From an optimization exercise on the open Yosys and OpenROAD flow, aimed at a short achievable clock period and few clock cycles; shortcuts taken in it are not production practice. In this exercise RTL edits were held to simulation tests only and were not proved equivalent to the original. Power is estimated from default activity; no workload was simulated.

--- flow/design.v ---
module core (
    input  logic                clk,
    input  logic                rst_n,
    output logic                imem_req_vld,
    input  logic                imem_req_rdy,
    output logic [68:0]         imem_req,
    input  logic                imem_rsp_vld,
    output logic                imem_rsp_rdy,
    input  logic [68:0]         imem_rsp,
    output logic                dmem_req_vld,
    input  logic                dmem_req_rdy,
    output logic [68:0]         dmem_req,
    input  logic                dmem_rsp_vld,
    output logic                dmem_rsp_rdy,
    input  logic [68:0]         dmem_rsp
);
    localparam int NB = 16;      
    logic [31:0] pc_d;           
    logic        d_vld;          
    logic        d_redir_q;      
    logic [31:0] fetch_q;        
    logic [31:0] pc4_d;          
    logic          hit_q;        
    logic [NB-1:0] hitv_q;
    logic [31:2]   btb_tgt_q;
    logic        x_redir_q;      
    logic        x_vld;
    logic [31:0] x_a, x_b, x_sd, x_dres, x_tgt, x_pc4;
    logic [31:0] x_ma, x_mb;     
    logic [31:0] x_ca, x_cb;     
    logic [31:0] x_sa;           
    logic [4:0]  x_sb;
    logic [31:2] x_pc, x_ptgt;
    logic        x_wen;
    logic [4:0]  x_rd;
    logic        x_ld, x_st, x_uns;
    logic [1:0]  x_len;
    logic        x_br, x_jal, x_jalr, x_pt, x_pbtb;
    logic [NB-1:0] x_hitv;
    logic [2:0]  x_fn;
    logic        x_s_add, x_s_sub, x_s_sll, x_s_slt, x_s_sltu;
    logic        x_s_xor, x_s_sr, x_s_or, x_s_and, x_s_d;
    logic        x_sra;
    logic [1:0]  x_fa, x_fb, x_fsd;
    logic        m_vld, m_wen, m_ld, m_st, m_uns;
    logic [4:0]  m_rd;
    logic [1:0]  m_len;
    logic [31:0] m_res, m_addr, m_sd;
    logic        w_vld, w_wen, w_ld, w_uns;
    logic [4:0]  w_rd;
    logic [1:0]  w_len;
    logic [31:0] w_res;
    logic [31:0] rf [1:31];
    logic [NB-1:0] bt_v;
    logic [31:2]   bt_tag [NB];
    logic [31:2]   bt_tgt [NB];
    logic [3:0]    bt_ptr;
    logic          u_wr, u_rm;   
    logic [NB-1:0] u_sel;
    logic [31:2]   u_tag, u_data;
    assign dmem_req_vld = m_vld && (m_ld || m_st);
    assign dmem_req     = {2'b00, m_st, m_addr, m_len, m_sd};
    assign dmem_rsp_rdy = 1'b1;
    logic [31:0] ld_raw, ld_ext, w_val;
    assign ld_raw = dmem_rsp[31:0];
    always_comb begin
        case (w_len)
            2'd1:    ld_ext = {{24{!w_uns && ld_raw[7]}}, ld_raw[7:0]};
            2'd2:    ld_ext = {{16{!w_uns && ld_raw[15]}}, ld_raw[15:0]};
            default: ld_ext = ld_raw;
        endcase
    end
    assign w_val = w_ld ? ld_ext : w_res;
    logic [31:0] sum, diff, sll_v, sr_v, x_res, jr_tgt;
    logic        eq, lt, ltu, taken;
    logic        x_stall, x_go;
    assign sum  = x_a + x_b;
    assign diff = x_a - x_b;
    assign eq   = (x_ca == x_cb);
    assign ltu  = (x_ca < x_cb);
    assign lt   = (x_ca[31] != x_cb[31]) ? x_ca[31] : ltu;
    assign sll_v = x_sa << x_sb;
    assign sr_v  = (x_sa >> x_sb) | ({32{x_sra & x_sa[31]}} & ~(32'hffffffff >> x_sb));
    assign x_res = ({32{x_s_add}}  & sum)
                 | ({32{x_s_sub}}  & diff)
                 | ({32{x_s_sll}}  & sll_v)
                 | ({32{x_s_slt}}  & {31'b0, lt})
                 | ({32{x_s_sltu}} & {31'b0, ltu})
                 | ({32{x_s_xor}}  & (x_a ^ x_b))
                 | ({32{x_s_sr}}   & sr_v)
                 | ({32{x_s_or}}   & (x_a | x_b))
                 | ({32{x_s_and}}  & (x_a & x_b))
                 | ({32{x_s_d}}    & x_dres);
    always_comb begin
        case (x_fn)
            3'b000:  taken = eq;
            3'b001:  taken = !eq;
            3'b100:  taken = lt;
            3'b101:  taken = !lt;
            3'b110:  taken = ltu;
            3'b111:  taken = !ltu;
            default: taken = 1'b0;
        endcase
    end
    assign x_stall = x_vld && ((x_fa != 2'd0) || (x_fb != 2'd0) || (x_fsd != 2'd0));
    assign x_go    = x_vld && !x_stall;
    logic tgt_ok;
    assign tgt_ok = !x_pbtb || (x_ptgt == x_tgt[31:2]);
    logic [31:0] jk, jc;
    logic        jr_ok;
    assign jk = {x_ptgt, 2'b00};
    assign jc = x_a ^ x_b ^ jk;                      
    always_comb begin
        jr_ok = x_pbtb && (jc[1] == (x_a[0] & x_b[0]));
        for (int i = 1; i < 31; i++)
            jr_ok = jr_ok && (jc[i+1] == ((x_a[i] & x_b[i]) | (x_a[i] & jc[i]) | (x_b[i] & jc[i])));
    end
    assign jr_tgt = {sum[31:1], 1'b0};
    logic sel_tgt, sel_pc4, sel_jr, x_redirect;
    assign sel_tgt = x_go && ((x_br && taken) || x_jal) && !(x_pt && tgt_ok);
    assign sel_pc4 = x_go && x_br && !taken && x_pt;
    assign sel_jr  = x_go && x_jalr && !jr_ok;
    assign x_redirect = sel_tgt || sel_pc4 || sel_jr;
    logic [31:0] maddr;
    assign maddr        = x_ma + x_mb;
    logic [31:0] ins;
    logic [4:0]  opc;
    logic [2:0]  f3;
    logic [4:0]  rs1, rs2, rd;
    logic        is_lui, is_auipc, is_jal, is_jalr, is_br, is_ld, is_st, is_opi, is_opr;
    logic        use1, use2, d_ok, back;
    logic [31:0] imm_i, imm_s, imm_b, imm_j, imm_u;
    logic [31:0] pc_plus4, tgt_b, tgt_j, auipc_v;
    logic [31:0] rf1, rf2, rs1_v, rs2_v;
    logic [31:0] fetch_addr;
    assign ins = imem_rsp[31:0];
    assign opc = ins[6:2];
    assign f3  = ins[14:12];
    assign rs1 = ins[19:15];
    assign rs2 = ins[24:20];
    assign rd  = ins[11:7];
    assign is_lui   = (opc == 5'b01101);
    assign is_auipc = (opc == 5'b00101);
    assign is_jal   = (opc == 5'b11011);
    assign is_jalr  = (opc == 5'b11001);
    assign is_br    = (opc == 5'b11000);
    assign is_ld    = (opc == 5'b00000);
    assign is_st    = (opc == 5'b01000);
    assign is_opi   = (opc == 5'b00100);
    assign is_opr   = (opc == 5'b01100);
    assign use1 = is_jalr || is_br || is_ld || is_st || is_opi || is_opr;
    assign use2 = is_br || is_st || is_opr;
    assign imm_i = {{20{ins[31]}}, ins[31:20]};
    assign imm_s = {{20{ins[31]}}, ins[31:25], ins[11:7]};
    assign imm_b = {{19{ins[31]}}, ins[31], ins[7], ins[30:25], ins[11:8], 1'b0};
    assign imm_j = {{11{ins[31]}}, ins[31], ins[19:12], ins[20], ins[30:21], 1'b0};
    assign imm_u = {ins[31:12], 12'b0};
    assign pc_plus4 = pc4_d;
    assign tgt_b    = pc_d + imm_b;
    assign tgt_j    = pc_d + imm_j;
    assign auipc_v  = pc_d + imm_u;
    assign rf1 = (rs1 == 5'd0) ? 32'b0 : rf[rs1];
    assign rf2 = (rs2 == 5'd0) ? 32'b0 : rf[rs2];
    assign rs1_v = (x_vld && x_wen && x_rd == rs1) ? x_res :
                   (m_vld && m_wen && m_rd == rs1) ? m_res :
                   (w_vld && w_wen && w_rd == rs1) ? w_val : rf1;
    assign rs2_v = (x_vld && x_wen && x_rd == rs2) ? x_res :
                   (m_vld && m_wen && m_rd == rs2) ? m_res :
                   (w_vld && w_wen && w_rd == rs2) ? w_val : rf2;
    logic [1:0] haz1, haz2;
    assign haz1 = !use1 ? 2'd0 :
                  (x_vld && x_wen && x_rd == rs1) ? (x_ld ? 2'd2 : 2'd0) :
                  (m_vld && m_wen && m_rd == rs1 && m_ld) ? 2'd1 : 2'd0;
    assign haz2 = !use2 ? 2'd0 :
                  (x_vld && x_wen && x_rd == rs2) ? (x_ld ? 2'd2 : 2'd0) :
                  (m_vld && m_wen && m_rd == rs2 && m_ld) ? 2'd1 : 2'd0;
    assign d_ok = d_vld && !d_redir_q && !x_redir_q && !x_redirect;
    assign back = ins[31];
    logic [NB-1:0] hitv;
    logic          hit;
    logic [31:2]   btb_tgt;
    assign hitv    = hitv_q;
    assign hit     = hit_q;
    assign btb_tgt = btb_tgt_q;
    logic d_redir, d_pt;
    assign d_redir = hit ? !(is_jal || is_jalr || is_br) : (is_jal || (is_br && back));
    assign d_pt    = hit ? (is_jal || is_jalr || is_br) : (is_jal || (is_br && back));
    logic [NB-1:0] f_hitv;
    logic [31:2]   f_btb_tgt;
    logic [31:0] x_rtgt, d_tgt, f_plus4, next_fetch;
    assign fetch_addr = fetch_q;
    assign f_plus4    = fetch_q + 32'd4;
    assign x_rtgt = ({32{sel_tgt}} & x_tgt) | ({32{sel_pc4}} & x_pc4) | ({32{sel_jr}} & jr_tgt);
    assign d_tgt  = ({32{hit}} & pc_plus4) | ({32{!hit && is_jal}} & tgt_j) | ({32{!hit && !is_jal}} & tgt_b);
    always_comb begin
        if (x_redirect)            next_fetch = x_rtgt;
        else if (d_ok && d_redir)  next_fetch = d_tgt;
        else if (|f_hitv)          next_fetch = {f_btb_tgt, 2'b00};
        else                       next_fetch = f_plus4;
    end
    always_comb begin
        f_btb_tgt = '0;
        for (int i = 0; i < NB; i++) begin
            f_hitv[i] = bt_v[i] && (bt_tag[i] == fetch_addr[31:2]);
            f_btb_tgt = f_btb_tgt | ({30{f_hitv[i]}} & bt_tgt[i]);
        end
    end
    assign imem_req_vld = !x_stall;     
    assign imem_req     = {3'b000, fetch_addr, 2'b00, 32'b0};
    assign imem_rsp_rdy = rst_n;
    logic          bt_wr, bt_rm;
    logic [31:2]   bt_wdata;
    assign bt_wr    = x_go && ((((x_br && taken) || x_jal) && !(x_pbtb && tgt_ok)) ||
                               (x_jalr && !jr_ok));
    assign bt_rm    = sel_pc4 && x_pbtb;
    assign bt_wdata = x_jalr ? jr_tgt[31:2] : x_tgt[31:2];
    always_ff @(posedge clk) begin
        if (!rst_n) begin
            pc_d      <= 32'hfffffffc;
            pc4_d     <= 32'h0;
            fetch_q   <= 32'h0;
            hit_q     <= 1'b0;
            d_vld     <= 1'b0;
            d_redir_q <= 1'b0;
            x_redir_q <= 1'b0;
            x_vld     <= 1'b0;
            m_vld     <= 1'b0;
            w_vld     <= 1'b0;
            bt_v      <= '0;
            bt_ptr    <= '0;
            u_wr      <= 1'b0;
            u_rm      <= 1'b0;
        end else begin
            if (!x_stall) begin
                pc_d      <= fetch_q;
                pc4_d     <= f_plus4;
                fetch_q   <= next_fetch;
                hit_q     <= |f_hitv;
                d_vld     <= 1'b1;
                d_redir_q <= d_ok && d_redir;
                x_vld     <= d_ok;
            end
            m_vld <= x_go;
            w_vld <= m_vld;
            x_redir_q <= x_redirect;
            u_wr <= bt_wr;
            u_rm <= bt_rm && !bt_wr;
            if (bt_wr && !x_pbtb)
                bt_ptr <= bt_ptr + 4'd1;
            if (u_wr)
                bt_v <= bt_v | u_sel;
            else if (u_rm)
                bt_v <= bt_v & ~u_sel;
        end
    end
    always_ff @(posedge clk) begin
        for (int i = 0; i < NB; i++)
            u_sel[i] <= x_pbtb ? x_hitv[i] : (bt_ptr == 4'(i));
        u_tag  <= x_pc;
        u_data <= bt_wdata;
        if (u_wr) begin
            for (int i = 0; i < NB; i++) begin
                if (u_sel[i]) begin
                    bt_tag[i] <= u_tag;
                    bt_tgt[i] <= u_data;
                end
            end
        end
    end
    always_ff @(posedge clk) begin
        if (!x_stall) begin
            hitv_q    <= f_hitv;
            btb_tgt_q <= f_btb_tgt;
            x_a      <= rs1_v;
            x_b      <= (is_br || is_opr) ? rs2_v : (is_st ? imm_s : imm_i);
            x_sd     <= rs2_v;
            x_dres   <= is_lui ? imm_u : (is_auipc ? auipc_v : pc_plus4);
            x_tgt    <= ({32{is_jal}} & tgt_j) | ({32{!is_jal}} & tgt_b);
            x_pc4    <= pc_plus4;
            x_pc     <= pc_d[31:2];
            x_ptgt   <= btb_tgt;
            x_pt     <= d_pt;
            x_pbtb   <= hit;
            x_hitv   <= hitv;
            x_wen    <= (is_lui || is_auipc || is_jal || is_jalr || is_ld || is_opi || is_opr) && (rd != 5'd0);
            x_rd     <= rd;
            x_ld     <= is_ld;
            x_st     <= is_st;
            x_uns    <= f3[2];
            x_len    <= (f3[1:0] == 2'b00) ? 2'd1 : (f3[1:0] == 2'b01) ? 2'd2 : 2'd0;
            x_br     <= is_br;
            x_jal    <= is_jal;
            x_jalr   <= is_jalr;
            x_fn     <= f3;
            x_s_add  <= (is_opi || is_opr) && f3 == 3'b000 && !(is_opr && ins[30]);
            x_s_sub  <= is_opr && f3 == 3'b000 && ins[30];
            x_s_sll  <= (is_opi || is_opr) && f3 == 3'b001;
            x_s_slt  <= (is_opi || is_opr) && f3 == 3'b010;
            x_s_sltu <= (is_opi || is_opr) && f3 == 3'b011;
            x_s_xor  <= (is_opi || is_opr) && f3 == 3'b100;
            x_s_sr   <= (is_opi || is_opr) && f3 == 3'b101;
            x_s_or   <= (is_opi || is_opr) && f3 == 3'b110;
            x_s_and  <= (is_opi || is_opr) && f3 == 3'b111;
            x_s_d    <= is_lui || is_auipc || is_jal || is_jalr;
            x_sra    <= ins[30];
            x_fa     <= haz1;
            x_fb     <= (is_br || is_opr) ? haz2 : 2'd0;
            x_fsd    <= is_st ? haz2 : 2'd0;
            if (is_ld || is_st) begin
                x_ma <= rs1_v;
                x_mb <= is_st ? imm_s : imm_i;
            end
            if (is_br || ((is_opi || is_opr) && f3[2:1] == 2'b01)) begin
                x_ca <= rs1_v;
                x_cb <= (is_br || is_opr) ? rs2_v : imm_i;
            end
            if ((is_opi || is_opr) && f3[1:0] == 2'b01) begin
                x_sa <= rs1_v;
                x_sb <= is_opr ? rs2_v[4:0] : ins[24:20];
            end
        end else begin
            if (x_fa == 2'd1 && (x_ld || x_st)) x_ma <= ld_ext;
            if (x_fa == 2'd1 && (x_br || x_s_slt || x_s_sltu)) x_ca <= ld_ext;
            if (x_fb == 2'd1 && (x_br || x_s_slt || x_s_sltu)) x_cb <= ld_ext;
            if (x_fa == 2'd1 && (x_s_sll || x_s_sr)) x_sa <= ld_ext;
            if (x_fb == 2'd1 && (x_s_sll || x_s_sr)) x_sb <= ld_ext[4:0];
            if (x_fa == 2'd1)  x_a  <= ld_ext;
            if (x_fb == 2'd1)  x_b  <= ld_ext;
            if (x_fsd == 2'd1) x_sd <= ld_ext;
            if (x_fa != 2'd0)  x_fa  <= x_fa - 2'd1;
            if (x_fb != 2'd0)  x_fb  <= x_fb - 2'd1;
            if (x_fsd != 2'd0) x_fsd <= x_fsd - 2'd1;
        end
        m_wen  <= x_wen;
        m_rd   <= x_rd;
        m_ld   <= x_ld;
        m_st   <= x_st;
        m_uns  <= x_uns;
        m_len  <= x_len;
        m_res  <= x_res;
        m_addr <= maddr;
        m_sd   <= x_sd;
        w_wen <= m_wen;
        w_rd  <= m_rd;
        w_ld  <= m_ld;
        w_uns <= m_uns;
        w_len <= m_len;
        w_res <= m_res;
        if (w_vld && w_wen)
            rf[w_rd] <= w_val;
    end
endmodule
--- flow/flow/run.sh ---
#!/bin/bash
set -euo pipefail
bash standard.sh synth > synth.log 2>&1
bash standard.sh SETUP_SLACK_MARGIN=6.5 "BUFFER_PORTS_ARGS=-buffer_cell sky130_fd_sc_hd__buf_4" finish > layout.log 2>&1
--- flow/standard.sh ---
#!/bin/bash
# synth_recipe.tcl (not shown) runs the flow's synth.tcl, then flattens the netlist and writes it again
# the make line also repeats each setting of config.mk as NAME=value (left out here)
make -C /OpenROAD-flow-scripts/flow DESIGN_CONFIG=/design/flow/config.mk WORK_HOME=/design/flow/orfs CLKGATE_MAP_FILE= SYNTH_SCRIPT=/design/flow/synth_recipe.tcl "${@:-finish}"
--- flow/config.mk ---
export PLATFORM = sky130hd
export DESIGN_NAME = core
export DESIGN_NICKNAME = core
export VERILOG_FILES = /design/flow/design.v
export SDC_FILE = /design/flow/constraint.sdc
export NUM_CORES = 4
export LEC_CHECK = 0
export ABC_CLOCK_PERIOD_IN_PS = 4000
export CAP_MARGIN = 20
export CELL_PAD_IN_SITES_DETAIL_PLACEMENT = 1
export CELL_PAD_IN_SITES_GLOBAL_PLACEMENT = 2
export CORE_MARGIN = 2
export CORE_UTILIZATION = 35
export PLACE_DENSITY = 0.65
export SLEW_MARGIN = 20
export TNS_END_PERCENT = 10
--- flow/constraint.sdc ---
create_clock -name core_clock -period 11.0 [get_ports {clk}]
set_input_delay 2.2000 -clock core_clock [delete_from_list [all_inputs] [get_ports {clk}]]
set_output_delay 2.2000 -clock core_clock [all_outputs]
set_load 0.01 [all_outputs]
==> out/qor.yml, run 1 <==
die:
  row_count: 223
  die_area_sq_um: 376000
  fp.dieH_um: 613
  io_pins: 286
  initial_utilization: 0.352
  die-width_um: 613
  core_sq_um: 369000
worst_setup_path:
  crit_required_ns: 11.69
  crit_path_start_kind: "primary input"
  r2r_cells: 15
  worstPathMaxFanout: 29
  crit_type: "primary input to register"
  end_kind: "register"
  r2r-end: "fetch_q[1]"
  critPathArrivalTime_ns: 5.50
  r2r_slack_ns: 6.28
  reg2reg_from: "x_b[7]"
clocking:
  worstSkewPairLatency_ns: 0.98
  cts_root_buf: "clkbuf_16"
  cts_buffers: 323
  htreeDepth: 5
  cts.sink_count: 2794
  holdBufCountCts: 0
  clkTransAtPathRegs_ns: 0.06
  cts_tree: "yes"
  clock_path_buffers: 4
detailed_routing:
  wirelength_um: 533000
  dr_total_vias: 87900
  via_per_inst: 5.99
  first_iter_violations: 10800
  detail-route-antenna-nets: 0
  route.detailed.drc: 0
  post_drt_wl_per_cell_um: 36.4
  dr.pass1.iters: 6
synth:
  ys_ff_latch: 2794
  synth-edff-count: 2446
  synth_cell_types: 94
  ys_warn_count: 3
  avgSynthCellArea_sq_um: 14.3
  synthArstFlopShare: 0
  synth_cells: 9109
  netlist_area_sq_um: 130000
  yosysSeqAreaShare: 0.619
  synth_ff_type: "edfxtp_1"
worst_hold_path:
  hold_path_class: "register to register"
  min_to: "u_tag[23]"
  hold-path-cell-count: 0
  holdCritStartpoint: "x_pc[23]"
cells_and_area:
  most-common-layout-cells: "edfxtp_1, xnor2_1, nor2_1"
  drive_gt1_frac: 0.198
  fin_cells: 14700
  syn2layout_area_growth_pct: 16.8
  stdcell_area_sq_um: 152000
  largest_register_ffs: 992
  largest_registers: "rf (992), bt_tag (480), bt_tgt (480)"
  nFillCells: 37000
  fin_nets: 9839
  top_register: "rf"
  final_common_cell: "edfxtp_1"
sta:
  skew_ns: 0.112
  tns_ns: 0
  rsz0062_at_grt: "yes"
  fin_ws_ns: 6.19
  finalHoldViolations: 0
  worstMarginPinSlew_ns: 1.17
  slew_viol_final: 0
  hold_slack_ns: 0.282
  min_period_ns: 4.81
  slew_headroom: 0.211
  finalCritPeriodShare: 0.438
  setup_viol: 0
  max_freq_mhz: 208
placed_design:
  dp_cells: 13900
  gp_congestion: 0.901
  post-place-ws_ns: 3.78
  portBuffers: 165
  hpwl_um: 330000
  placed_area_sq_um: 137000
pwr:
  internal_power_mw: 24.8
  switchingPower_mw: 15.6
  p_comb_frac: 0.338
  clkPwrFrac: 0.269
  p_sw_frac: 0.386
  power.density_nw_per_um2: 266
  seqPwrFrac: 0.393
  leakage_nw: 51.4
  ir_worst_vdd_v: 0.000143
global_route:
  grt_max_degree: 157
  antenna_found_initial: 54
  first_global_vias: 88300
  grtUsageTotal: 0.276
  grt_pass1_wl_um: 726000
  grt-ovfl-total: 0
run_status:
  status: "complete, no violations"
job:
  maxCapViolCount: 0
per-layer routing:
layer  vias to the layer above  global-route usage  part of all wire
met2                      3711               0.449              0.47
met4                         8               0.101             0.042
li1                      36200                   -                 -
met5                         -                   0          0.000099
met3                       822              0.0391             0.073
met1                     47100               0.375              0.41
cell type report:
type | count | area, sq um | area share
multi-input combinational | 5495 | 47500 | 0.313
tap | 4950 | 6190 | 0.0408
clock inverter | 160 | 1570 | 0.0104
timing repair buffer | 587 | 6020 | 0.0397
inverter | 232 | 915 | 0.00603
antenna | 22 | 55.1 | 0.000363
clock buffer | 432 | 9010 | 0.0594
timing repair inverter | 2 | 13.8 | 0.0000907
sequential | 2794 | 80500 | 0.530
timing repair:
item	CTS	global route
pin swaps	37	54
setup buffers	68	57
gates resized for setup	278	103
endpoints found under the setup margin	331	269
cloned	19	11
synth_stat cells, types with 106 or more instances:
| cell | count | area share |
|---|---|---|
| edfxtp_1 | 2446 | 0.57 |
| xnor2_1 | 549 | 0.037 |
| nor2_1 | 538 | 0.016 |
| nand2_1 | 496 | 0.014 |
| mux4_2 | 462 | 0.080 |
| a21oi_1 | 443 | 0.017 |
| clkbuf_1 | 356 | 0.010 |
| dfxtp_1 | 348 | 0.054 |
| mux2i_1 | 347 | 0.027 |
| o21ai_0 | 302 | 0.012 |
| ha_1 | 225 | 0.022 |
| inv_1 | 224 | 0.0065 |
| nand4_1 | 188 | 0.0091 |
| a22oi_1 | 176 | 0.010 |
| xor2_1 | 174 | 0.012 |
| a221oi_1 | 158 | 0.011 |
| o211ai_1 | 116 | 0.0067 |
| a211oi_1 | 108 | 0.0062 |
| buf_2 | 106 | 0.0041 |
| nand3_1 | 106 | 0.0041 |
how the worst max path moves through the flow:
stage | startpoint | end | slack (ns) | cells past startpoint
floorplan | imem_rsp[21] | fetch_q[27] | 5.84 | 13
global placement | imem_rsp[22] | fetch_q[24] | 3.76 | 14
detailed placement | imem_rsp[22] | x_sb[4] | 3.78 | 14
CTS | imem_rsp[21] | fetch_q[27] | 6.23 | 14
global route | imem_rsp[12] | x_dres[30] | 6.16 | 15
finish | imem_rsp[22] | x_sd[3] | 6.19 | 16
logic make-up (layout without fill, tap and decap cells):
kind of cell | count (synthesis) | after routing | synth area share
buffers and inverters | 860 | 1413 | 0.0298
adders and majority gates | 260 | 260 | 0.0271
muxes | 872 | 872 | 0.112
and+or+nand+nor | 1744 | 1745 | 0.0646
AOI/OAI and AO/OA | 1854 | 1855 | 0.0981
other | 2 | 62 | 0.0000578
xor gates and xnor gates | 723 | 723 | 0.0488
DFF | 2794 | 2794 | 0.619
worst max-delay path, stage by stage:
cell and delay [ns]:
buf_16 0.14, buf_16 0.17, buf_12 0.13, buf_4 0.21, nor2b_4 0.07, buf_12 0.19, a22o_1 0.24, nor2_1 0.15
a21oi_1 0.06, o21ai_0 0.20, a21oi_2 0.12, o211ai_1 0.49, o21ai_0 0.19, o21ai_1 0.34, nor2_1 0.08, nor2_1 0.39
through the flow:
stage                util  power (mW)
detailed placement  0.372        28.5
CTS                 0.408        40.0
global route        0.411        41.6
global placement    0.372        28.2
floorplan               -        21.9
finish              0.411        40.4
power groups by stage:
| stage | sequential [mW] | clock (mW) | combinational [mW] |
|---|---|---|---|
| 2_1_floorplan | 15.3 | 0 | 6.67 |
| 3_3_place_gp | 16.0 | 0 | 12.1 |
| 3_5_place_dp | 16.1 | 0 | 12.3 |
| 4_1_cts | 15.9 | 11.0 | 13.1 |
| 5_1_grt | 16.0 | 11.4 | 14.2 |
| 6_report | 15.9 | 10.9 | 13.6 |
Testbench counts, summed over its fixed seeds: cycles 115,167.
==> run 2, diff against run 1 <==
--- a/flow/config.mk
+++ b/flow/config.mk
@@ -7,10 +7,10 @@
 export LEC_CHECK = 0
 export ABC_CLOCK_PERIOD_IN_PS = 4000
 export CAP_MARGIN = 20
-export CELL_PAD_IN_SITES_DETAIL_PLACEMENT = 1
-export CELL_PAD_IN_SITES_GLOBAL_PLACEMENT = 2
+export CELL_PAD_IN_SITES_DETAIL_PLACEMENT = 0
+export CELL_PAD_IN_SITES_GLOBAL_PLACEMENT = 0
 export CORE_MARGIN = 2
 export CORE_UTILIZATION = 35
-export PLACE_DENSITY = 0.65
+export PLACE_DENSITY = 0.55
 export SLEW_MARGIN = 20
 export TNS_END_PERCENT = 10
==> out/qor.yml, run 2 <==
sta:
  setup_viol: 0  # unchanged
  skew_ns: 0.0944  # was 0.112 ns
  tns_ns: 0  # unchanged
  max_freq_mhz: 213  # was 208 MHz
  finalCritPeriodShare: 0.428  # was 0.438
  slew_viol_final: 0  # unchanged
  slew_headroom: 0.182  # was 0.211
  fin_ws_ns: 6.29  # was 6.19 ns
  rsz0062_at_grt: "yes"  # unchanged
  finalHoldViolations: 0  # unchanged
  worstMarginPinSlew_ns: 1.22  # was 1.17 ns
  min_period_ns: 4.71  # was 4.81 ns
cells_and_area:
  final_common_cell: "edfxtp_1"  # unchanged
  largest_registers: "rf (992), bt_tag (480), bt_tgt (480)"  # unchanged
  largest_register_ffs: 992  # unchanged
  top_register: "rf"  # unchanged
  regArea_sq_um: 80400  # was 80500 sq um
  post-route-util: 0.409  # was 0.411
  multi_input_area_sq_um: 47700  # was 47500 sq um
  syn2layout_area_growth_pct: 16.4  # was 16.8%
  fin_cells: 14600  # was 14700
  drive_gt1_frac: 0.196  # was 0.198
  most-common-layout-cells: "edfxtp_1, xnor2_1, nor2_1"  # unchanged
  fin_nets: 9791  # was 9839
  nFillCells: 33500  # was 37000
detailed_routing:
  top_layer: "met5"  # unchanged
  route.detailed.drc: 0  # unchanged
  drt-met1-wl_um: 192000  # was 221000 um
  dr_total_vias: 87200  # was 87900
  wirelength_um: 490000  # was 533000 um
  first_iter_violations: 11400  # was 10800
  post_drt_wl_per_cell_um: 33.5  # was 36.4 um
  dr.pass1.iters: 6  # unchanged
  detail-route-antenna-nets: 0  # unchanged
  wl_met2_um: 229000  # was 252000 um
  route.met3.wl_um: 44100  # was 38700 um
  via_per_inst: 5.96  # was 5.99
global_route:
  grt-ovfl-total: 0  # unchanged
  first_global_vias: 82900  # was 88300
  grt_max_degree: 76  # was 157
  grtUsageTotal: 0.252  # was 0.276
  antenna_found_initial: 56  # was 54
  grt_pass1_wl_um: 666000  # was 726000 um
synth:
  synth_cells: 9109  # unchanged
  synth_ff_type: "edfxtp_1"  # unchanged
  synth_common_cells: "edfxtp_1, xnor2_1, nor2_1"  # unchanged
  netlist_area_sq_um: 130000  # unchanged
  synth-edff-count: 2446  # unchanged
  synth_area_leaders: "edfxtp_1, mux4_2, dfxtp_1, xnor2_1, mux2i_1"  # unchanged
  synth_top_area_share: 0.566  # unchanged
  synth_top_area_cell: "edfxtp_1"  # unchanged
  synth_cell_types: 94  # unchanged
  yosysSeqAreaShare: 0.619  # unchanged
  avgSynthCellArea_sq_um: 14.3  # unchanged
  ys_warn_count: 3  # unchanged
  yosysMostFrequentCell: "edfxtp_1"  # unchanged
  synthArstFlopShare: 0  # unchanged
  ys_ff_latch: 2794  # unchanged
die:
  io_pins: 286  # unchanged
  row_count: 223  # unchanged
  fp.dieH_um: 613  # unchanged
  core_sq_um: 369000  # unchanged
  initial_utilization: 0.352  # unchanged
  die_area_sq_um: 376000  # unchanged
  die-width_um: 613  # unchanged
pwr:
  power_mw: 39.4  # was 40.4 mW
  leakage_nw: 51.0  # was 51.4 nW
  power.density_nw_per_um2: 261  # was 266 nW/um^2
  ir_worst_vdd_v: 0.000155  # was 0.000143 V
worst_setup_path:
  crit_required_ns: 11.81  # was 11.69 ns
  end_kind: "register"  # unchanged
  critPathArrivalTime_ns: 5.52  # was 5.50 ns
  crit_type: "primary input to register"  # unchanged
  crit_path_start_kind: "primary input"  # unchanged
  worstPathMaxFanout: 6  # was 29
placed_design:
  hpwl_um: 305000  # was 330000 um
  post-place-ws_ns: 4.11  # was 3.78 ns
  dp_cells: 13900  # about the same
  gp_congestion: 0.950  # was 0.901
  portBuffers: 165  # unchanged
clocking:
  cts_root_buf: "clkbuf_16"  # unchanged
  worstSkewPairLatency_ns: 0.93  # was 0.98 ns
  cts_tree: "yes"  # unchanged
  clkTransAtPathRegs_ns: 0.06  # about the same
  clock_path_buffers: 4  # unchanged
  htreeDepth: 5  # unchanged
  cts_buffers: 311  # was 323
  holdBufCountCts: 0  # unchanged
  cts.sink_count: 2794  # unchanged
worst_hold_path:
  hold_path_class: "register to register"  # unchanged
run_status:
  status: "complete, no violations"  # unchanged
job:
  maxCapViolCount: 0  # unchanged
## run 2: where the power goes
group / switching (mW) / internal (mW)
clock network: 4.41 / 6.03
registers: 1.52 / 14.3
logic: 9.04 / 4.10
## run 2: worst paths after layout
kind / start / end / slack [ns] / cells past startpoint
hold reg to reg: x_pc[18] / u_tag[18] / 0.28 / 0
setup reg to reg: fetch_q[13] / fetch_q[8] / 6.33 / 15
setup / recovery: imem_rsp[21] / fetch_q[21] / 6.29 / 14
hold / removal: x_pc[18] / u_tag[18] / 0.28 / 0
## run 2: cells by family (layout without fill, tap and decap cells)
logic type               Yosys count  count (layout)  share of synthesized area
AND/OR/NAND/NOR                 1744            1745                     0.0646
other                              2              73                  0.0000578
adder cells (fa/ha/maj)          260             260                     0.0271
XOR/XNOR                         723             723                     0.0488
AO/OA/AOI/OAI                   1854            1854                     0.0981
multiplexers                     872             872                      0.112
flip-flops                      2794            2794                      0.619
buffers and inverters            860            1358                     0.0298
## run 2: area by class of cell
type                       instances  share of cell area
clock buffer                     417              0.0562
timing repair inverter             1           0.0000579
antenna                           33            0.000546
timing repair buffer             553              0.0377
clock inverter                   155              0.0108
multi-input combinational       5494               0.316
inverter                         232             0.00591
sequential                      2794               0.532
tap                             4950              0.0410
## run 2: metrics by stage
step | hold slack (ns) | cell area [sq um]
2_1_floorplan | 0.310 | 130000
3_3_place_gp | 0.324 | 137000
3_5_place_dp | 0.322 | 137000
4_1_cts | 0.289 | 150000
5_1_grt | 0.295 | 151000
6_report | 0.277 | 151000
## run 2: metal layers
| metal | GRT usage | vias to the layer above |
|---|---|---|
| li1 | - | 36200 |
| met1 | 0.333 | 45300 |
| met2 | 0.406 | 4760 |
| met3 | 0.0454 | 940 |
| met4 | 0.113 | 28 |
| met5 | 0 | - |
## run 2: what timing repair did
item / in CTS / in global routing
cloned: 18 / 11
pin swaps: 50 / 48
buffers inserted: 55 / 40
hold endpoints to repair: 0 / 0
setup endpoints to repair: 319 / 268
resized for setup: 292 / 151
## run 2: critical path, cell delays in order
cell and delay (ns):
buf_16 0.15, ha_4 0.19, fa_2 0.35, a21o_1 0.19, o21a_1 0.21, o21a_4 0.23, a311oi_4 0.33, a31oi_4 0.16
o31ai_4 0.28, a221o_2 0.34, xnor2_1 0.19, nand2_1 0.09, a221o_1 0.34, a31oi_1 0.23
==> run 3, diff against run 2 <==
--- a/flow/config.mk
+++ b/flow/config.mk
@@ -13,4 +13,3 @@
 export CORE_UTILIZATION = 35
 export PLACE_DENSITY = 0.55
 export SLEW_MARGIN = 20
-export TNS_END_PERCENT = 10
==> out/qor.yml, run 3 <==
clocking:
  cts.sink_count: 2794  # unchanged
  worstSkewPairLatency_ns: 0.94  # was 0.93 ns
  htreeDepth: 5  # unchanged
  clock_path_buffers: 4  # unchanged
  cts_root_buf: "clkbuf_16"  # unchanged
  cts_tree: "yes"  # unchanged
  cts_buffers: 305  # was 311
  clkTransAtPathRegs_ns: 0.06  # about the same
worst_setup_path:
  worstPathMaxFanout: 24  # was 6
  critPathBufInv: 3  # was 1
  cp_top_family: "simple AND/OR/NAND/NOR gates"  # was compound AO/OA/AOI/OAI gates
  crit_required_ns: 11.69  # was 11.81 ns
  r2r_cells: 10  # was 15
  crit_type: "primary input to register"  # unchanged
  crit_path_start_kind: "primary input"  # unchanged
  r2r-end: "x_b[17]"  # was fetch_q[8]
  cp_common_cell: "buf_4"
  r2r_slack_ns: 6.40  # was 6.33 ns
  crit_path_cell_trace: "buf_16 -> buf_4 -> nor3_1 -> a21oi_4 -> buf_4 -> nand4_1 -> nand3_1 -> o211ai_1 -> a31oi_2"  # was buf_16 -> ha_4 -> fa_2 -> a21o_1 -> o21a_1 -> o21a_4 -> a311oi_4 -> a31oi_4 -> o31ai_4 -> a221o_2 -> xnor2_1 -> nand2_1 -> a221o_1 -> a31oi_1
  reg2reg_from: "w_len[0]"  # was fetch_q[13]
  cpMaxStageDelayCell: "nand4_1"  # was fa_2
  critPathArrivalTime_ns: 5.35  # was 5.52 ns
  end_kind: "register"  # unchanged
  max_stage_delay_ns: 0.62  # was 0.35 ns
  crit_cells: 9  # was 14
placed_design:
  portBuffers: 165  # unchanged
  hpwl_um: 305000  # about the same
  gp_congestion: 0.951  # was 0.950
  post-place-ws_ns: 4.08  # was 4.11 ns
global_route:
  grtUsageTotal: 0.259  # was 0.252
  grt_max_degree: 73  # was 76
  grtUsageMet2: 0.412  # was 0.406
  grtUsageMet3: 0.0463  # was 0.0454
  first_global_vias: 84100  # was 82900
  use_met1: 0.344  # was 0.333
  grt-ovfl-total: 0  # unchanged
  grt_pass1_wl_um: 681000  # was 666000 um
  busiest_layer: "met2"  # unchanged
  antenna_found_initial: 60  # was 56
synth:
  netlist_area_sq_um: 130000  # unchanged
  yosysSeqAreaShare: 0.619  # unchanged
  synthArstFlopShare: 0  # unchanged
  synth_top_area_share: 0.566  # unchanged
  ys_ff_latch: 2794  # unchanged
  synth_cells: 9109  # unchanged
  avgSynthCellArea_sq_um: 14.3  # unchanged
  synth-edff-count: 2446  # unchanged
  synth_area_leaders: "edfxtp_1, mux4_2, dfxtp_1, xnor2_1, mux2i_1"  # unchanged
  yosysMostFrequentCell: "edfxtp_1"  # unchanged
  synth_common_cells: "edfxtp_1, xnor2_1, nor2_1"  # unchanged
  synth_top_area_cell: "edfxtp_1"  # unchanged
  synth_ff_type: "edfxtp_1"  # unchanged
  ys_warn_count: 3  # unchanged
  synth_cell_types: 94  # unchanged
sta:
  fin_ws_ns: 6.34  # was 6.29 ns
  tns_ns: 0  # unchanged
  skew_ns: 0.111  # was 0.0944 ns
  setup_viol: 0  # unchanged
  slew_viol_final: 0  # unchanged
  finalHoldViolations: 0  # unchanged
  worstMarginPinSlew_ns: 1.27  # was 1.22 ns
  finalCritPeriodShare: 0.424  # was 0.428
  max_freq_mhz: 214  # was 213 MHz
  rsz0062_at_grt: "yes"  # unchanged
  min_period_ns: 4.66  # was 4.71 ns
  slew_headroom: 0.155  # was 0.182
pwr:
  clkPwrFrac: 0.261  # was 0.265
  internal_power_mw: 24.5  # was 24.4 mW
  power.density_nw_per_um2: 261  # about the same
  ir_worst_vdd_v: 0.000182  # was 0.000155 V
  p_comb_frac: 0.341  # was 0.334
  switchingPower_mw: 15.3  # was 15.0 mW
  leakage_nw: 51.7  # was 51.0 nW
  seqPwrFrac: 0.398  # was 0.401
  p_sw_frac: 0.384  # was 0.380
die:
  row_count: 223  # unchanged
  core_sq_um: 369000  # unchanged
  die_area_sq_um: 376000  # unchanged
  fp.dieH_um: 613  # unchanged
  initial_utilization: 0.352  # unchanged
  io_pins: 286  # unchanged
  die-width_um: 613  # unchanged
detailed_routing:
  post_drt_wl_per_cell_um: 34.5  # was 33.5 um
  detail-route-antenna-nets: 0  # unchanged
  dr_total_vias: 88600  # was 87200
  first_iter_violations: 12500  # was 11400
  dr.pass1.iters: 9  # was 6
  via_per_inst: 6.03  # was 5.96
  route.detailed.drc: 0  # unchanged
  wirelength_um: 507000  # was 490000 um
run_status:
  status: "complete, no violations"  # unchanged
job:
  maxCapViolCount: 0  # unchanged
worst_hold_path:
  hold_path_class: "register to register"  # unchanged
  min_to: "u_tag[16]"  # was u_tag[18]
  holdCritStartpoint: "x_pc[16]"  # was x_pc[18]
  hold-path-cell-count: 0  # unchanged
cells_and_area:
  final_common_cell: "edfxtp_1"  # unchanged
  most-common-layout-cells: "edfxtp_1, xnor2_1, nor2_1"  # unchanged
  largest_register_ffs: 992  # unchanged
  syn2layout_area_growth_pct: 17.6  # was 16.4%
  top_register: "rf"  # unchanged
  largest_registers: "rf (992), bt_tag (480), bt_tgt (480)"  # unchanged
  drive_gt1_frac: 0.211  # was 0.196
  fin_nets: 9859  # was 9791
run 3: cell counts after synthesis:
Identical to the previous run, type by type.
run 3: kinds of logic after synthesis:
group                      count (synthesis)  synth area share
DFF                                     2794             0.619
AOI/OAI and AO/OA                       1854            0.0981
and+or+nand+nor                         1744            0.0646
muxes                                    872             0.112
buffers and inverters                    860            0.0298
xor gates and xnor gates                 723            0.0488
adders and majority gates                260            0.0271
other                                      2         0.0000578
run 3: worst max-delay path by stage:
| stage | end | from |
|---|---|---|
| after global placement | x_sa[5] | imem_rsp[16] |
| after floorplan | fetch_q[27] | imem_rsp[21] |
| after global routing | x_b[17] | w_len[0] |
| after detailed placement | x_sa[4] | imem_rsp[16] |
| final | x_sd[19] | imem_rsp[24] |
| after CTS | imem_rsp_rdy | rst_n |
run 3: worst register-to-register path: cells and delay by family, from the launching register on:
| kind | cells | cell delay, ns |
|---|---|---|
| buffers and inverters | 1 | 0.06 |
| AND/OR/NAND/NOR | 2 | 0.56 |
| flip-flops | 1 | 0.38 |
| AO/OA/AOI/OAI | 6 | 2.53 |
| adder cells (fa/ha/maj) | 1 | 0.69 |
run 3: final cells by class:
cell class              count  area, sq um
well taps                4950         6190
multi-input cells        5500        48400
fillers                 33500       216000
clock buffers             398         8390
repair inverters            3         22.5
flip-flops and latches   2794        80400
clock inverters           166         1640
inverters                 232          916
diodes                     25         62.6
repair buffers            619         6720
run 3: power by group through the flow:
stage / sequential (mW) / combinational (mW) / clock [mW]
2_1_floorplan: 15.3 / 6.75 / 0
3_3_place_gp: 16.0 / 11.8 / 0
3_5_place_dp: 16.1 / 11.9 / 0
4_1_cts: 15.8 / 12.8 / 10.5
5_1_grt: 15.9 / 14.1 / 10.9
6_report: 15.8 / 13.6 / 10.4
run 3: timing repair:
| action | in CTS | in global routing |
|---|---|---|
| hold buffers | 0 | 0 |
| pin swaps | 75 | 64 |
| endpoints found under the setup margin | 317 | 253 |
| setup buffers | 92 | 68 |
| resized for setup | 319 | 193 |
| cloned | 34 | 19 |
run 3: layer usage:
metal / share of wire / vias up
li1: - / 36300
met1: 0.39 / 46300
met2: 0.46 / 5011
met3: 0.096 / 977
met4: 0.053 / 14
met5: 0.00019 / -
run 3: metrics by stage:
stage               hold slack [ns]  std cells  power [mW]  utilization  instance area [sq um]
finish                        0.270      14700        39.8        0.414                 153000
global route                  0.300      14700        40.9        0.414                 153000
CTS                           0.276      14600        39.1        0.409                 151000
detailed placement            0.327      13900        27.9        0.372                 137000
global placement              0.324      13900        27.8        0.372                 137000
floorplan                     0.310       9147        22.0            -                 131000
==> run 4, diff against run 3 <==
==> flow/flow/run.sh (replaced) <==
#!/bin/bash
set -euo pipefail
bash standard.sh synth > synth.log 2>&1
bash standard.sh SETUP_SLACK_MARGIN=7 "BUFFER_PORTS_ARGS=-buffer_cell sky130_fd_sc_hd__buf_4" finish > layout.log 2>&1
==> out/qor.yml, run 4 <==
die:
  core_sq_um: 369000  # unchanged
  die_area_sq_um: 376000  # unchanged
  fp.dieH_um: 613  # unchanged
  io_pins: 286  # unchanged
  row_count: 223  # unchanged
  initial_utilization: 0.352  # unchanged
  die-width_um: 613  # unchanged
synth:
  synth_ff_type: "edfxtp_1"  # unchanged
  netlist_area_sq_um: 130000  # unchanged
  ys_ff_latch: 2794  # unchanged
  synth_common_cells: "edfxtp_1, xnor2_1, nor2_1"  # unchanged
  yosysSeqAreaShare: 0.619  # unchanged
  synth_cells: 9109  # unchanged
  synth-edff-count: 2446  # unchanged
  ys_warn_count: 3  # unchanged
  synth_area_leaders: "edfxtp_1, mux4_2, dfxtp_1, xnor2_1, mux2i_1"  # unchanged
  synth_top_area_share: 0.566  # unchanged
  synth_cell_types: 94  # unchanged
  synth_top_area_cell: "edfxtp_1"  # unchanged
  synthArstFlopShare: 0  # unchanged
  avgSynthCellArea_sq_um: 14.3  # unchanged
  yosysMostFrequentCell: "edfxtp_1"  # unchanged
worst_setup_path:
  crit_start: "imem_rsp[21]"  # was imem_rsp[24]
  r2r_cells: 18  # was 10
  r2r_slack_ns: 6.52  # was 6.40 ns
  cpMaxStageDelayCell: "o31ai_4"  # was nand4_1
  critPathArrivalTime_ns: 5.63  # was 5.35 ns
  crit_required_ns: 11.86  # was 11.69 ns
  worstPathMaxFanout: 4  # was 24
  reg2reg_from: "x_b[1]"  # was w_len[0]
  r2r-end: "x_b[28]"  # was x_b[17]
  max_stage_delay_ns: 0.40  # was 0.62 ns
  crit_path_start_kind: "primary input"  # unchanged
  crit_path_cell_trace: "buf_16 -> ha_4 -> fa_2 -> a21o_1 -> o21a_1 -> o21a_2 -> a311oi_4 -> a31oi_4 -> o31ai_4 -> a221o_2 -> buf_4 -> xnor2_2 -> nand2_1 -> a221o_1 -> a31oi_1"  # was buf_16 -> buf_4 -> nor3_1 -> a21oi_4 -> buf_4 -> nand4_1 -> nand3_1 -> o211ai_1 -> a31oi_2
  endpoint: "fetch_q[21]"  # was x_sd[19]
  crit_type: "primary input to register"  # unchanged
  end_kind: "register"  # unchanged
placed_design:
  portBuffers: 165  # unchanged
  gp_congestion: 0.945  # was 0.951
  hpwl_um: 307000  # was 305000 um
  post-place-ws_ns: 4.04  # was 4.08 ns
sta:
  slew_viol_final: 0  # unchanged
  min_period_ns: 4.77  # was 4.66 ns
  fin_ws_ns: 6.23  # was 6.34 ns
  max_freq_mhz: 210  # was 214 MHz
  rsz0062_at_grt: "yes"  # unchanged
  slew_headroom: 0.199  # was 0.155
  finalCritPeriodShare: 0.433  # was 0.424
  skew_ns: 0.0932  # was 0.111 ns
  tns_ns: 0  # unchanged
  worstMarginPinSlew_ns: 1.20  # was 1.27 ns
  setup_viol: 0  # unchanged
  finalHoldViolations: 0  # unchanged
cells_and_area:
  largest_registers: "rf (992), bt_tag (480), bt_tgt (480)"  # unchanged
  syn2layout_area_growth_pct: 25.3  # was 17.6%
  nFillCells: 32500  # was 33500
  final_common_cell: "edfxtp_1"  # unchanged
  drive_gt1_frac: 0.283  # was 0.211
  top_register: "rf"  # unchanged
  fin_nets: 10300  # was 9859
  most-common-layout-cells: "edfxtp_1, buf_4, xnor2_1"  # was edfxtp_1, xnor2_1, nor2_1
  largest_register_ffs: 992  # unchanged
detailed_routing:
  wirelength_um: 534000  # was 507000 um
  post_drt_wl_per_cell_um: 35.3  # was 34.5 um
  dr.pass1.iters: 8  # was 9
  detail-route-antenna-nets: 0  # unchanged
  first_iter_violations: 12500  # unchanged
  dr_total_vias: 91200  # was 88600
  route.detailed.drc: 0  # unchanged
  via_per_inst: 6.02  # was 6.03
worst_hold_path:
  hold-path-cell-count: 0  # unchanged
  hold_path_class: "register to register"  # unchanged
global_route:
  grt-ovfl-total: 0  # unchanged
  grtUsageTotal: 0.274  # was 0.259
  first_global_vias: 87300  # was 84100
  grt_pass1_wl_um: 717000  # was 681000 um
  grt_max_degree: 179  # was 73
  antenna_found_initial: 53  # was 60
pwr:
  power_mw: 42.2  # was 39.8 mW
  ir_worst_vdd_v: 0.000160  # was 0.000182 V
  leakage_nw: 55.8  # was 51.7 nW
  power.density_nw_per_um2: 259  # was 261 nW/um^2
clocking:
  cts_tree: "yes"  # unchanged
  holdBufCountCts: 0  # unchanged
  worstSkewPairLatency_ns: 0.95  # was 0.94 ns
  cts.sink_count: 2794  # unchanged
  cts_buffers: 310  # was 305
  cts_root_buf: "clkbuf_16"  # unchanged
  htreeDepth: 5  # unchanged
  clock_path_buffers: 4  # unchanged
  clkTransAtPathRegs_ns: 0.06  # about the same
job:
  maxCapViolCount: 0  # unchanged
run_status:
  status: "complete, no violations"  # unchanged
## run 4: cell counts after synthesis
No cell type changed its count.
## run 4: area by class of cell
cell class | instances | area [sq um] | share of cell area
sequential | 2794 | 80500 | 0.495
tap | 4950 | 6190 | 0.0381
clock buffer | 416 | 8460 | 0.0520
clock inverter | 148 | 1720 | 0.0106
multi-input combinational | 5499 | 51100 | 0.314
inverter | 232 | 922 | 0.00567
timing repair buffer | 1081 | 13800 | 0.0847
antenna | 25 | 62.6 | 0.000384
timing repair inverter | 3 | 22.5 | 0.000138
## run 4: worst min-delay path by stage
| stage | startpoint | endpoint |
|---|---|---|
| 2_1_floorplan | m_uns | w_uns |
| 3_3_place_gp | x_pc[24] | u_tag[24] |
| 3_5_place_dp | x_pc[21] | u_tag[21] |
| 4_1_cts | x_sd[12] | m_sd[12] |
| 5_1_grt | x_sd[7] | m_sd[7] |
| 6_report | x_sd[12] | m_sd[12] |
## run 4: per-stage QoR
stage	std cells	utilization	hold slack (ns)	instance area, sq um
after floorplan	9147	-	0.310	132000
after global placement	13900	0.373	0.324	138000
after detailed placement	13900	0.373	0.327	138000
after CTS	14900	0.430	0.311	159000
after global routing	15100	0.441	0.329	163000
final	15100	0.441	0.317	163000
## run 4: cell families (layout without fill, tap and decap cells)
group                    count (synthesis)  after routing  share of synthesized area
multiplexers                           872            872                      0.112
adder cells (fa/ha/maj)                260            260                     0.0271
AND/OR/NAND/NOR                       1744           1746                     0.0646
other                                    2             65                  0.0000578
buffers and inverters                  860           1880                     0.0298
flip-flops                            2794           2794                      0.619
XOR/XNOR                               723            723                     0.0488
AO/OA/AOI/OAI                         1854           1858                     0.0981
## run 4: critical path: cells and delay by family
kind                       cells  cell delay [ns]
buffers and inverters          2             0.29
and+or+nand+nor                1             0.09
xor gates and xnor gates       1             0.13
adders and majority gates      2             0.50
AOI/OAI and AO/OA              9             2.41
## run 4: report_power, final
part / internal, mW / switching, mW / total [mW]
combinational: 5.64 / 10.1 / 15.8
clock: 6.12 / 4.46 / 10.6
sequential: 14.3 / 1.57 / 15.9
## run 4: what timing repair did
item / in CTS / in global routing
gates cloned: 100 / 18
hold endpoints to repair: 0 / 0
resized for setup: 920 / 408
pin swaps: 232 / 255
endpoints found under the setup margin: 412 / 420
setup buffers: 366 / 183
## run 4: routing by layer
metal  global-route usage  share of wire  up-vias  wire length, um
li1                     -              -    37300                -
met2                0.434           0.46     5265           246000
met1                0.354           0.38    47500           203000
met5                    0        0.00015        -               78
met4                0.151          0.064       12            34000
met3               0.0539          0.096     1174            51200
==> run 5, diff against run 4 <==
--- a/flow/config.mk
+++ b/flow/config.mk
@@ -7,9 +7,10 @@
 export LEC_CHECK = 0
 export ABC_CLOCK_PERIOD_IN_PS = 4000
 export CAP_MARGIN = 20
-export CELL_PAD_IN_SITES_DETAIL_PLACEMENT = 0
-export CELL_PAD_IN_SITES_GLOBAL_PLACEMENT = 0
+export CELL_PAD_IN_SITES_DETAIL_PLACEMENT = 1
+export CELL_PAD_IN_SITES_GLOBAL_PLACEMENT = 2
 export CORE_MARGIN = 2
 export CORE_UTILIZATION = 35
 export PLACE_DENSITY = 0.55
 export SLEW_MARGIN = 20
+export TNS_END_PERCENT = 10
==> out/qor.yml, run 5 <==
global_route:
  first_global_vias: 88200  # was 87300
  grtUsageTotal: 0.300  # was 0.274
  grt_max_degree: 189  # was 179
  grtUsageMet2: 0.465  # was 0.434
  busiest_layer: "met2"  # unchanged
  antenna_found_initial: 80  # was 53
  grt_pass1_wl_um: 771000  # was 717000 um
  use_met1: 0.430  # was 0.354
  grt-ovfl-total: 0  # unchanged
  grtUsageMet3: 0.0426  # was 0.0539
sta:
  worstMarginPinSlew_ns: 1.24  # was 1.20 ns
  hold_slack_ns: 0.329  # was 0.317 ns
  tns_ns: 0  # unchanged
  skew_ns: 0.0777  # was 0.0932 ns
  max_freq_mhz: 208  # was 210 MHz
  finalHoldViolations: 0  # unchanged
  setup_viol: 0  # unchanged
  rsz0062_at_grt: "yes"  # unchanged
  fin_ws_ns: 6.18  # was 6.23 ns
  slew_headroom: 0.174  # was 0.199
  min_period_ns: 4.82  # was 4.77 ns
  slew_viol_final: 0  # unchanged
  finalCritPeriodShare: 0.438  # was 0.433
worst_hold_path:
  hold_path_class: "register to register"  # unchanged
  min_to: "w_res[23]"  # was m_sd[12]
  hold-path-cell-count: 0  # unchanged
  holdCritStartpoint: "m_res[23]"  # was x_sd[12]
pwr:
  ir_worst_vdd_v: 0.000204  # was 0.000160 V
  power_mw: 41.2  # was 42.2 mW
  power.density_nw_per_um2: 264  # was 259 nW/um^2
  leakage_nw: 53.1  # was 55.8 nW
cells_and_area:
  most-common-layout-cells: "edfxtp_1, xnor2_1, buf_4"  # was edfxtp_1, buf_4, xnor2_1
  fin_nets: 10000  # was 10300
  largest_registers: "rf (992), bt_tag (480), bt_tgt (480)"  # unchanged
  nFillCells: 36700  # was 32500
  largest_register_ffs: 992  # unchanged
  stdcell_area_sq_um: 156000  # was 163000 sq um
  drive_gt1_frac: 0.233  # was 0.283
  top_register: "rf"  # unchanged
  syn2layout_area_growth_pct: 20.1  # was 25.3%
  final_common_cell: "edfxtp_1"  # unchanged
synth:
  yosys.area_share.simple: 0.0646  # unchanged
  synth_compound_area_frac: 0.0981  # unchanged
  yosysSeqAreaShare: 0.619  # unchanged
  synthXorXnorAreaFrac: 0.0488  # unchanged
  synth-edff-count: 2446  # unchanged
  synth_cell_types: 94  # unchanged
  synthArstFlopShare: 0  # unchanged
  synth_ff_type: "edfxtp_1"  # unchanged
  yosysMostFrequentCell: "edfxtp_1"  # unchanged
  synth_area_leaders: "edfxtp_1, mux4_2, dfxtp_1, xnor2_1, mux2i_1"  # unchanged
  avgSynthCellArea_sq_um: 14.3  # unchanged
  netlist_area_sq_um: 130000  # unchanged
  synth_top_area_cell: "edfxtp_1"  # unchanged
  synthAdderAreaFrac: 0.0271  # unchanged
  ys_warn_count: 3  # unchanged
  synth_common_cells: "edfxtp_1, xnor2_1, nor2_1"  # unchanged
  ys_ff_latch: 2794  # unchanged
  muxShareOfSynthArea: 0.112  # unchanged
  synth_cells: 9109  # unchanged
  synth_top_family_by_area: "multiplexers"  # unchanged
  synth_top_area_share: 0.566  # unchanged
worst_setup_path:
  r2r-end: "x_sd[22]"  # was x_b[28]
  worstPathMaxFanout: 33  # was 4
  reg2reg_from: "w_len[0]"  # was x_b[1]
  critPathArrivalTime_ns: 5.37  # was 5.63 ns
  end_kind: "register"  # unchanged
  r2r_slack_ns: 6.42  # was 6.52 ns
  crit_type: "primary input to register"  # unchanged
  crit_required_ns: 11.56  # was 11.86 ns
  r2r_cells: 13  # was 18
  crit_path_start_kind: "primary input"  # unchanged
clocking:
  htreeDepth: 5  # unchanged
  cts_tree: "yes"  # unchanged
  cts_root_buf: "clkbuf_16"  # unchanged
  clkTransAtPathRegs_ns: 0.06  # about the same
  cts.sink_count: 2794  # unchanged
  worstSkewPairLatency_ns: 0.95  # about the same
  clock_path_buffers: 4  # unchanged
  cts_buffers: 326  # was 310
die:
  io_pins: 286  # unchanged
  fp.dieH_um: 613  # unchanged
  die-width_um: 613  # unchanged
  core_sq_um: 369000  # unchanged
  die_area_sq_um: 376000  # unchanged
  row_count: 223  # unchanged
  initial_utilization: 0.352  # unchanged
placed_design:
  placed_area_sq_um: 137000  # was 138000 sq um
  gp_congestion: 0.874  # was 0.945
  portBuffers: 165  # unchanged
  hpwl_um: 352000  # was 307000 um
  post-place-ws_ns: 3.98  # was 4.04 ns
run_status:
  status: "complete, no violations"  # unchanged
job:
  maxCapViolCount: 0  # unchanged
detailed_routing:
  detail-route-antenna-nets: 0  # unchanged
  via_per_inst: 6.01  # was 6.02
  dr.pass1.iters: 8  # unchanged
  route.detailed.drc: 0  # unchanged
  wirelength_um: 577000  # was 534000 um
  post_drt_wl_per_cell_um: 38.8  # was 35.3 um
  first_iter_violations: 10600  # was 12500
  dr_total_vias: 89300  # was 91200
run 5: cell count changes in the layout (fill, tap and decap cells not counted), sizes merged, moves of 3 or more:
| cell | change |
|---|---|
| clkbuf | +8 |
| clkinvlp | -7 |
| a21oi | -4 |
| bufinv | -12 |
| clkinv | +22 |
| buf | -287 |
| bufbuf | -7 |
| diode | +3 |
run 5: layout make-up:
| class | count | area [sq um] | area share |
|---|---|---|---|
| Inverter | 232 | 926 | 0.00594 |
| Clock inverter | 152 | 1450 | 0.00927 |
| Clock buffer | 435 | 8870 | 0.0569 |
| Sequential cell | 2794 | 80500 | 0.516 |
| Tap cell | 4950 | 6190 | 0.0397 |
| Multi-Input combinational cell | 5494 | 48700 | 0.312 |
| Timing Repair Buffer | 776 | 9290 | 0.0596 |
| Antenna cell | 28 | 70.1 | 0.000449 |
| Timing Repair inverter | 2 | 17.5 | 0.000112 |
run 5: logic make-up after synthesis:
group,Yosys count
AO/OA/AOI/OAI,1854
XOR/XNOR,723
adder cells (fa/ha/maj),260
buffers and inverters,860
flip-flops,2794
multiplexers,872
other,2
AND/OR/NAND/NOR,1744
run 5: report_power, final:
group          total [mW]  switching (mW)  internal (mW)
Combinational        14.5            9.85           4.62
Sequential           16.0            1.70           14.3
Clock                10.7            4.59           6.09
Total                41.2            16.1           25.0
run 5: routing by layer:
layer / part of all wire / routed length, um
met1: 0.44 / 254000
met2: 0.45 / 261000
met3: 0.069 / 39800
met4: 0.038 / 22100
met5: 0.00012 / 68
run 5: worst max path at each step:
stage	end	cells past startpoint	startpoint
final	x_sd[22]	11	dmem_rsp[7]
after detailed placement	x_sd[4]	11	imem_rsp[20]
after floorplan	fetch_q[27]	13	imem_rsp[21]
after CTS	imem_rsp_rdy	2	rst_n
after global routing	fetch_q[19]	15	imem_rsp[22]
after global placement	x_sd[4]	11	imem_rsp[20]
run 5: metrics by stage:
step | std cells | utilization
floorplan | 9147 | -
global placement | 13900 | 0.372
detailed placement | 13900 | 0.372
CTS | 14700 | 0.414
global route | 14800 | 0.422
finish | 14900 | 0.423
run 5: repair_timing:
action | CTS | global route
setup endpoints to repair | 576 | 525
gates resized for setup | 488 | 374
endpoints found under the hold margin | 0 | 0
buffers inserted | 146 | 137
cloned | 49 | 9
pin swaps | 86 | 106
hold buffers | 0 | 0
run 5: worst max-delay path: stages:
cell and delay, ns:
buf_4 0.16, and3_1 0.26, a31o_2 0.35, a21oi_1 0.56, a21oi_2 0.12, buf_4 0.28, a32oi_1 0.72, nand2_1 0.15
o21ai_0 0.14, mux2_2 0.21, o21ai_1 0.17
==> run 6, diff against run 5 <==
--- a/flow/config.mk
+++ b/flow/config.mk
@@ -13,4 +13,3 @@
 export CORE_UTILIZATION = 35
 export PLACE_DENSITY = 0.55
 export SLEW_MARGIN = 20
-export TNS_END_PERCENT = 10
==> out/qor.yml, run 6 <==
run_status:
  status: "complete, no violations"  # unchanged
synth:
  synthArstFlopShare: 0  # unchanged
  synth_cells: 9109  # unchanged
  synth_top_area_cell: "edfxtp_1"  # unchanged
  synth_cell_types: 94  # unchanged
  synth_top_area_share: 0.566  # unchanged
  ys_warn_count: 3  # unchanged
  avgSynthCellArea_sq_um: 14.3  # unchanged
  yosysSeqAreaShare: 0.619  # unchanged
  netlist_area_sq_um: 130000  # unchanged
  synth_area_leaders: "edfxtp_1, mux4_2, dfxtp_1, xnor2_1, mux2i_1"  # unchanged
  ys_ff_latch: 2794  # unchanged
  synth-edff-count: 2446  # unchanged
  yosysMostFrequentCell: "edfxtp_1"  # unchanged
  synth_ff_type: "edfxtp_1"  # unchanged
  synth_common_cells: "edfxtp_1, xnor2_1, nor2_1"  # unchanged
pwr:
  leakage_nw: 56.9  # was 53.1 nW
  ir_worst_vdd_v: 0.000158  # was 0.000204 V
  power_mw: 43.4  # was 41.2 mW
  power.density_nw_per_um2: 263  # was 264 nW/um^2
die:
  die-width_um: 613  # unchanged
  row_count: 223  # unchanged
  core_sq_um: 369000  # unchanged
  die_area_sq_um: 376000  # unchanged
  fp.dieH_um: 613  # unchanged
  initial_utilization: 0.352  # unchanged
  io_pins: 286  # unchanged
placed_design:
  gp_congestion: 0.900  # was 0.874
  dp_cells: 13900  # about the same
  portBuffers: 165  # unchanged
  hpwl_um: 355000  # was 352000 um
global_route:
  antenna_found_initial: 83  # was 80
  grt_pass1_wl_um: 807000  # was 771000 um
  grt_max_degree: 91  # was 189
  first_global_vias: 91500  # was 88200
  grt-ovfl-total: 0  # unchanged
  grtUsageTotal: 0.314  # was 0.300
detailed_routing:
  dr_total_vias: 91900  # was 89300
  via_per_inst: 6.02  # was 6.01
  dr.pass1.iters: 6  # was 8
  post_drt_wl_per_cell_um: 39.6  # was 38.8 um
  first_iter_violations: 11200  # was 10600
  wirelength_um: 604000  # was 577000 um
  detail-route-antenna-nets: 0  # unchanged
  route.detailed.drc: 0  # unchanged
cells_and_area:
  final_common_cell: "edfxtp_1"  # unchanged
  largest_register_ffs: 992  # unchanged
  drive_gt1_frac: 0.301  # was 0.233
  multi_input_area_sq_um: 51900  # was 48700 sq um
  most-common-layout-cells: "edfxtp_1, buf_4, xnor2_1"  # was edfxtp_1, xnor2_1, buf_4
  top_register: "rf"  # unchanged
  regArea_sq_um: 80500  # about the same
  fin_cells: 15300  # was 14900
  largest_registers: "rf (992), bt_tag (480), bt_tgt (480)"  # unchanged
  syn2layout_area_growth_pct: 27.4  # was 20.1%
  fin_nets: 10400  # was 10000
  nFillCells: 36100  # was 36700
job:
  maxCapViolCount: 0  # unchanged
clocking:
  cts_buffers: 329  # was 326
  clkTransAtPathRegs_ns: 0.06  # about the same
  cts_tree: "yes"  # unchanged
  clock_path_buffers: 4  # unchanged
  cts.sink_count: 2794  # unchanged
  worstSkewPairLatency_ns: 0.96  # was 0.95 ns
  cts_root_buf: "clkbuf_16"  # unchanged
  htreeDepth: 5  # unchanged
worst_setup_path:
  critPathArrivalTime_ns: 5.27  # was 5.37 ns
  crit_path_start_kind: "primary input"  # unchanged
  worstPathMaxFanout: 6  # was 33
  crit_path_cell_trace: "buf_16 -> buf_12 -> buf_16 -> buf_12 -> buf_16 -> buf_4 -> buf_4 -> mux4_2 -> mux4_2 -> mux2i_4 -> o211ai_1 -> o21ai_1 -> nor2_1 -> a21oi_2 -> buf_4 -> o21ai_2"  # was buf_4 -> and3_1 -> a31o_2 -> a21oi_1 -> a21oi_2 -> buf_4 -> a32oi_1 -> nand2_1 -> o21ai_0 -> mux2_2 -> o21ai_1
  cpMaxStageDelayCell: "mux4_2"  # was a32oi_1
  crit_required_ns: 11.63  # was 11.56 ns
  max_stage_delay_ns: 0.52  # was 0.72 ns
  end_kind: "register"  # unchanged
  crit_type: "primary input to register"  # unchanged
sta:
  worstMarginPinSlew_ns: 1.24  # about the same
  max_freq_mhz: 216  # was 208 MHz
  finalHoldViolations: 0  # unchanged
  slew_headroom: 0.170  # was 0.174
  skew_ns: 0.0844  # was 0.0777 ns
  setup_viol: 0  # unchanged
  tns_ns: 0  # unchanged
  slew_viol_final: 0  # unchanged
  rsz0062_at_grt: "yes"  # unchanged
  min_period_ns: 4.64  # was 4.82 ns
  finalCritPeriodShare: 0.422  # was 0.438
worst_hold_path:
  hold_path_class: "register to register"  # unchanged
## run 6: cell types whose count changed in the layout (fill, tap and decap cells not counted), moves of 46 or more
cell	before	now
o21ai_0	233	169
buf_6	53	142
buf_4	511	665
a221oi_1	138	72
buf_16	54	111
buf_12	95	197
mux2i_1	331	285
a21oi_1	367	294
## run 6: path summary, 6_finish.rpt
path | start | to | slack [ns] | cells after the start
worst min register to register | m_res[28] | w_res[28] | 0.32 | 0
worst max register to register | x_b[2] | x_ma[29] | 6.59 | 18
worst max-delay path | imem_rsp[20] | x_sd[29] | 6.36 | 16
worst min-delay path | m_res[28] | w_res[28] | 0.32 | 0
## run 6: cell families (layout without fill, tap and decap cells)
family	Yosys count	after routing	synth area share
fa+ha+maj	260	260	0.0271
buf+inv	860	2015	0.0298
compound gates	1854	1857	0.0981
simple gates	1744	1747	0.0646
flops	2794	2794	0.619
other cells	2	62	0.0000578
xor+xnor	723	723	0.0488
mux	872	872	0.112
## run 6: area by class of cell
cell class | instances | area share
antenna | 22 | 0.000333
clock inverter | 144 | 0.00851
timing repair inverter | 4 | 0.000189
inverter | 232 | 0.00566
multi-input combinational | 5499 | 0.314
sequential | 2794 | 0.487
timing repair buffer | 1183 | 0.0923
clock buffer | 452 | 0.0549
tap | 4950 | 0.0374
## run 6: metrics by stage
step | worst slack, ns | area [sq um] | hold WS [ns] | utilization
5_1_grt | 6.34 | 165000 | 0.340 | 0.448
3_5_place_dp | 3.69 | 138000 | 0.320 | 0.373
6_report | 6.36 | 165000 | 0.325 | 0.448
3_3_place_gp | 3.66 | 138000 | 0.322 | 0.373
2_1_floorplan | 5.84 | 132000 | 0.310 | -
4_1_cts | 6.39 | 162000 | 0.322 | 0.438
## run 6: routing by layer
metal  track usage  wire (um)  vias to the layer above
li1              -          -                    37500
met4        0.0925      21800                       14
met2         0.493     276000                     3886
met3        0.0425      44300                      850
met1         0.451     262000                    49700
met5             0         95                        -
## run 6: report_power, final
part	total [mW]	switching, mW	leakage [nW]	internal, mW
clock network	10.9	4.65	5.11	6.24
registers	16.1	1.76	25.5	14.3
logic	16.5	10.7	26.3	5.75
total	43.4	17.2	56.9	26.3
## run 6: critical path, delay by kind of cell
family | cells | cell delay, ns
multiplexers | 3 | 1.25
buffers and inverters | 8 | 1.06
AO/OA/AOI/OAI | 4 | 0.62
AND/OR/NAND/NOR | 1 | 0.08
## run 6: repair_timing
action | CTS | global route
buffers inserted | 482 | 168
gates resized for setup | 1190 | 378
hold buffers | 0 | 0
gates cloned | 105 | 10
setup endpoints to repair | 566 | 405
pin swaps | 316 | 297

[re-timing with driven ports]
In the flow no input, the clock included, has a driving cell. The finished layouts below were timed again as built, in two steps.
Step 1 assumes that a clkbuf_16 drives the clock port and a buf_2 every other input.
Step 2 adds t to the input delays and takes it off the output delays; t is the mean of the earliest and latest rising clock arrival at the registers after step 1. Input paths then give back, and output paths get back, about the clock's delay inside the block.
Three values: ideal, step 1, step 2; two values: the first two.
run	shift t [ns]	slack for setup (ns)	worst register clock-pin slew, ns	worst data-port slew with drivers (ns)	pins driven straight from the clock port
run 1	1.022	6.185 / 5.994 / 4.973	0.07 / 0.07	0.42	1
run 2	0.996	6.294 / 6.042 / 5.046	0.09 / 0.09	0.42	1
run 3	0.979	6.336 / 6.037 / 5.058	0.08 / 0.08	0.47	1
run 4	1.010	6.232 / 6.172 / 5.161	0.07 / 0.07	0.52	1
run 5	1.013	6.184 / 5.977 / 4.964	0.07 / 0.07	0.55	1
run 6	1.030	6.363 / 5.986 / 4.956	0.07 / 0.07	0.62	1
After both steps every run listed still meets setup and hold. For run 6, which loses most, drivers alone change the setup slack by -0.377 ns; drivers and shift together by -1.407 ns.
